Source: an optimization exercise on an open RTL-to-GDS flow (aim: small area, a short achievable clock period and few clock cycles). Production flows keep margins and buffers that such runs may drop. Only simulation tests tie the RTL to the original design; equivalence was not proved.

==> flow/design.v <==
module muldiv
(
    input  logic        clk,
    input  logic        rst,
    input  logic        start,
    input  logic [2:0]  funct3,
    input  logic [31:0] rs1,
    input  logic [31:0] rs2,
    output logic        ready,
    output logic        done,
    output logic [31:0] result
);
logic st_idle, st_mul, st_dneg, st_norm, st_div, st_corr, st_fix, st_done;
logic [64:0] X;
logic [32:0] Y;        
logic        dneg;     
logic [4:0]  cnt;
logic        o_hi;     
logic        o_corr;   
logic        o_rem;    
logic        o_neg;    
wire        p_sgn  = ~funct3[0];                           
wire        p_dneg = funct3[2] & p_sgn & rs2[31];
always_ff @(posedge clk) begin
    if (funct3[2])
        Y <= {1'b0, rs2 ^ {32{p_dneg}}};
    else
        Y <= {((funct3 == 3'b001) | (funct3 == 3'b010)) & rs1[31], rs1};
    dneg <= p_dneg;
end
logic sel_ah, sel_ar, sel_y1, sel_y2, sel_bh, sel_bl, sel_bm, inv, cin;
logic sel_c1, sel_c2, cneg;
wire [36:0] ysx = {{4{Y[32]}}, Y};
wire [36:0] aop = ({37{sel_ah}} & {{4{X[64]}}, X[64:32]})
                | ({37{sel_ar}} & {{3{X[64]}}, X[64:31]});
wire [36:0] bop = ({37{sel_y1}} & ysx)
                | ({37{sel_y2}} & {ysx[35:0], 1'b0})
                | ({37{sel_bh}} & {5'b00000, X[63:32]})
                | ({37{sel_bl}} & {5'b00000, X[31:0]})
                | ({37{sel_bm}} & {5'b00000, X[59:28]});
wire [34:0] cm    = ({35{sel_c1}} & ysx[34:0])
                  | ({35{sel_c2}} & {ysx[33:0], 1'b0});
wire [36:0] cop   = {cm ^ {35{cneg}}, {2{cneg}}};
wire [36:0] bx    = bop ^ {37{inv}};
wire [36:0] csum  = aop ^ bx ^ cop;
wire [36:0] ccar  = {(aop[35:0] & bx[35:0]) | (aop[35:0] & cop[35:0]) | (bx[35:0] & cop[35:0]), cneg};
wire [37:0] S38   = {csum, 1'b1} + {ccar, cin};
wire [36:0] S     = S38[37:1];
wire        sneg  = S[36];
function automatic logic [3:0] niblen(input logic [31:0] x);
    niblen = 4'd0;
    for (int i = 0; i < 8; i++)
        if (x[4*i +: 4] != 4'd0) niblen = 4'(i + 1);
endfunction
wire       dz    = (Y[31:0] == 32'd0) & ~dneg;
wire [3:0] na    = niblen(X[63:32]);
wire [3:0] nd    = niblen(Y[31:0]);
logic [2:0] nnm1;
always_comb begin
    if (dz || na <= nd)      nnm1 = 3'd0;
    else if (na >= nd + 4'd7) nnm1 = 3'd7;
    else                     nnm1 = 3'(na - nd);
end
wire [63:0] xn = {32'd0, X[63:32]} << {~nnm1, 2'b00};    
wire last = (cnt == 5'd0);
wire [19:0] nxt0, nxt1;
muldiv_next nx0 (.sg(1'b0), .nxt(nxt0), .*);
muldiv_next nx1 (.sg(1'b1), .nxt(nxt1), .*);
wire [19:0] nxt = sneg ? nxt1 : nxt0;
wire [3:0] nx  = st_idle ? rs2[3:0] : X[7:4];
wire       npv = st_idle ? 1'b0 : X[3];
wire nb_one = nx[0] ^ npv;
wire nb_two = (nx[1] & ~nx[0] & ~npv) | (~nx[1] & nx[0] & npv);
wire nb_neg = nx[1] & ~(nx[0] & npv);
wire nc_one = nx[2] ^ nx[1];
wire nc_two = (nx[3] & ~nx[2] & ~nx[1]) | (~nx[3] & nx[2] & nx[1]);
wire nc_neg = nx[3] & ~(nx[2] & nx[1]);
always_ff @(posedge clk) begin
    if (st_idle)
        X[64:32] <= {1'b0, rs1 & {32{funct3[2]}}};
    else if (st_mul)
        X[64:32] <= S[36:4];
    else if (st_norm)
        X[64:32] <= {1'b0, xn[63:32]};
    else  
        X[64:32] <= {S[32] & ~st_dneg, S[31:0]};
    if (st_idle)
        X[31:0] <= rs2;
    else if (st_mul)
        X[31:0] <= {S[3:0], X[31:4]};
    else if (st_norm)
        X[31:0] <= xn[31:0];
    else if (st_fix | st_dneg)
        X[31:0] <= S[31:0];
    else  
        X[31:0] <= {X[30:0], ~sneg};
    cnt <= st_norm ? {nnm1, 2'b11} : (st_idle ? 5'd7 : cnt - 5'd1);
    if (st_idle) begin
        o_hi   <= (funct3 != 3'b000);
        o_corr <= funct3[1] & rs2[31];
        o_rem  <= funct3[1];
        o_neg  <= funct3[1] ? (p_sgn & rs1[31]) : (p_sgn & (rs1[31] ^ rs2[31]));
    end
    {sel_ah, sel_ar, sel_y1, sel_y2, sel_bh, sel_bl, sel_bm, inv, cin, sel_c1, sel_c2, cneg} <= nxt[19:8];
    if (rst) begin
        {st_idle, st_mul, st_dneg, st_norm, st_div, st_corr, st_fix, st_done} <= 8'b10000000;
    end else begin
        {st_idle, st_mul, st_dneg, st_norm, st_div, st_corr, st_fix, st_done}
            <= nxt[7:0];
    end
end
assign ready  = st_idle;
assign done   = st_done;
assign result = X[31:0];
endmodule
module muldiv_next
(
    input  logic        sg,
    input  logic        st_idle, st_mul, st_dneg, st_norm, st_div, st_corr, st_fix, st_done,
    input  logic        start,
    input  logic [2:0]  funct3,
    input  logic [31:0] rs1,
    input  logic        p_sgn, p_dneg,
    input  logic        last, dz,
    input  logic        o_hi, o_corr, o_rem, o_neg,
    input  logic        nb_one, nb_two, nb_neg, nc_one, nc_two, nc_neg,
    output logic [19:0] nxt
);
wire early  = sg | dz;                  
wire n_idle = (st_idle & ~start) | st_done;
wire n_mul  = (st_idle & start & ~funct3[2]) | (st_mul & ~last);
wire n_dneg = st_idle & start & funct3[2] & p_sgn & rs1[31];
wire n_norm = (st_idle & start & funct3[2] & ~(p_sgn & rs1[31])) | st_dneg;
wire n_div  = (st_norm & ~early) | (st_div & ~last);
wire n_corr = st_div & last & o_rem & sg;
wire n_fix  = (st_mul & last & o_hi)
            | (st_norm & early)
            | (st_div & last & (o_rem ? ~sg : o_neg))
            | st_corr;
wire n_done = (st_mul & last & ~o_hi)
            | (st_div & last & ~o_rem & ~o_neg);
wire n_sub  = st_norm | ~sg;
logic nf_ah, nf_by, nf_bh, nf_bl, nf_bm, nf_inv, nf_cin;
always_comb begin
    if (st_mul) begin
        nf_ah = 1'b1; nf_by = o_corr; nf_bh = 1'b0; nf_bl = 1'b0; nf_bm = 1'b0; nf_inv = 1'b0; nf_cin = 1'b0;
    end else if (st_norm) begin
        nf_ah = 1'b0; nf_by = 1'b0; nf_bh = 1'b0; nf_bl = 1'b0; nf_bm = o_rem;
        nf_inv = o_rem ? o_neg : dz;
        nf_cin = o_rem & o_neg;
    end else begin
        nf_ah = 1'b0; nf_by = 1'b0; nf_bh = o_rem; nf_bl = ~o_rem; nf_bm = 1'b0; nf_inv = o_neg; nf_cin = o_neg;
    end
end
assign nxt[19] = n_mul | n_norm | n_corr | (n_fix & nf_ah);                           
assign nxt[18] = n_div;                                                               
assign nxt[17] = (n_mul & nb_one) | n_div | n_norm | n_corr | (n_fix & nf_by);        
assign nxt[16] = n_mul & nb_two;                                                      
assign nxt[15] = n_dneg | (n_fix & nf_bh);                                            
assign nxt[14] = n_fix & nf_bl;                                                       
assign nxt[13] = n_fix & nf_bm;                                                       
assign nxt[12] = (n_mul & nb_neg) | (n_div & n_sub) | n_norm | n_dneg | (n_fix & nf_inv);  
assign nxt[11] = (n_mul & nb_neg) | (n_div & (n_sub ^ p_dneg)) | (n_norm & ~p_dneg)
               | (n_corr & p_dneg) | n_dneg | (n_fix & nf_cin);                       
assign nxt[10]  = n_mul & nc_one;                                                      
assign nxt[9]  = n_mul & nc_two;                                                      
assign nxt[8]  = n_mul & nc_neg;                                                      
assign nxt[7:0] = {n_idle, n_mul, n_dneg, n_norm, n_div, n_corr, n_fix, n_done | st_fix};
endmodule
==> flow/config.mk <==
export PLATFORM = sky130hd
export DESIGN_NAME = muldiv
export DESIGN_NICKNAME = muldiv
export VERILOG_FILES = /design/flow/design.v
export SDC_FILE = /design/flow/constraint.sdc
export NUM_CORES = 4
export LEC_CHECK = 0
export ABC_CLOCK_PERIOD_IN_PS = 4000
export CAP_MARGIN = 20
export CORE_MARGIN = 2
export CORE_UTILIZATION = 40
export SETUP_SLACK_MARGIN = 4.0
export SLEW_MARGIN = 20
==> flow/constraint.sdc <==
create_clock -name core_clock -period 9.0 [get_ports {clk}]
set_input_delay 1.8000 -clock core_clock [delete_from_list [all_inputs] [get_ports {clk}]]
set_output_delay 1.8000 -clock core_clock [all_outputs]
set_load 0.01 [all_outputs]
run.sh (not shown) runs the stock make flow with config.mk's settings and CLKGATE_MAP_FILE= SYNTH_SCRIPT=/design/flow/synth_recipe.tcl, a recipe that flattens the netlist after the stock synthesis.
Testbench counts at the start, summed over its fixed seeds: cycles 33,109.
Next try:
==> flow/flow/run.sh (new file) <==
#!/bin/bash
# The standard layout (standard.sh), with each port buffered by a
# sky130_fd_sc_hd__buf_1 instead of the larger cell buffer_ports picks.
# standard.sh's output goes to standard.log in this folder.
export BUFFER_PORTS_ARGS="-buffer_cell sky130_fd_sc_hd__buf_1"
bash standard.sh > standard.log 2>&1
==> flow/standard.sh (new file) <==
#!/bin/bash
# synth_recipe.tcl (not shown) runs the flow's synth.tcl, then flattens the netlist and writes it again
# the make line also repeats each setting of config.mk as NAME=value (left out here)
make -C /OpenROAD-flow-scripts/flow DESIGN_CONFIG=/design/flow/config.mk WORK_HOME=/design/flow/orfs CLKGATE_MAP_FILE= SYNTH_SCRIPT=/design/flow/synth_recipe.tcl "${@:-finish}"
- SETUP_SLACK_MARGIN: 4.0 -> 4.5
removed: flow/run.sh
=>
- The new run ran to the end with no violations
- count of clock-buffer cells in the layout decreases by 2
- setup slack improves by 280 ps
- die area does not change
- non-clock buffer count rises by 22
Next try:
==> flow/run.sh (new file) <==
#!/bin/bash
# synth_recipe.tcl (not shown) runs the flow's synth.tcl, then flattens the netlist and writes it again
# the make line also repeats each setting of config.mk as NAME=value (left out here)
make -C /OpenROAD-flow-scripts/flow DESIGN_CONFIG=/design/flow/config.mk WORK_HOME=/design/flow/orfs CLKGATE_MAP_FILE= SYNTH_SCRIPT=/design/flow/synth_recipe.tcl finish
- CORE_UTILIZATION: 40 -> 60
- SETUP_SLACK_MARGIN: 4.5 -> 4.0
removed: flow/flow/run.sh
removed: flow/standard.sh
Outcome:
- The new run completed with no timing, DRC or antenna violations
- design area fell by 1.9%
- register-to-register slack got worse by 310 ps
- via count rose by 1.0%

-- static timing again, ports no longer ideal --
The results above use ideal ports. As a check the final layouts listed here were re-extracted and re-timed, cells and wires unchanged. Step 1: set_driving_cell puts a clkbuf_16 on clk and a buf_2 on each other input, an assumption about the parent block. Step 2 times the ports against the registers' clock, not the clock port: input delays grow and output delays shrink by t, the midpoint of the rising clock arrivals with the driver on. Three values: ideal ports, drivers, drivers and shift; two values: the first two.
run | shift t [ns] | setup WS [ns] | hold slack, ns | worst setup path after step 2 | latest minus earliest clock arrival (ns)
the first run | 0.496 | 4.141 / 4.141 / 4.141 | 0.405 / 0.405 / 0.405 | register to register | 0.014 / 0.014
the second run | 0.505 | 4.422 / 4.422 / 4.197 | 0.410 / 0.410 / 0.410 | input to register | 0.013 / 0.012
the third run | 0.485 | 4.114 / 4.114 / 4.114 | 0.405 / 0.405 / 0.405 | register to register | 0.012 / 0.012
After both steps setup and hold are still met in every run listed. For the second run, which loses most, drivers alone change the setup slack by 0.000 ns; drivers and shift together by -0.225 ns.
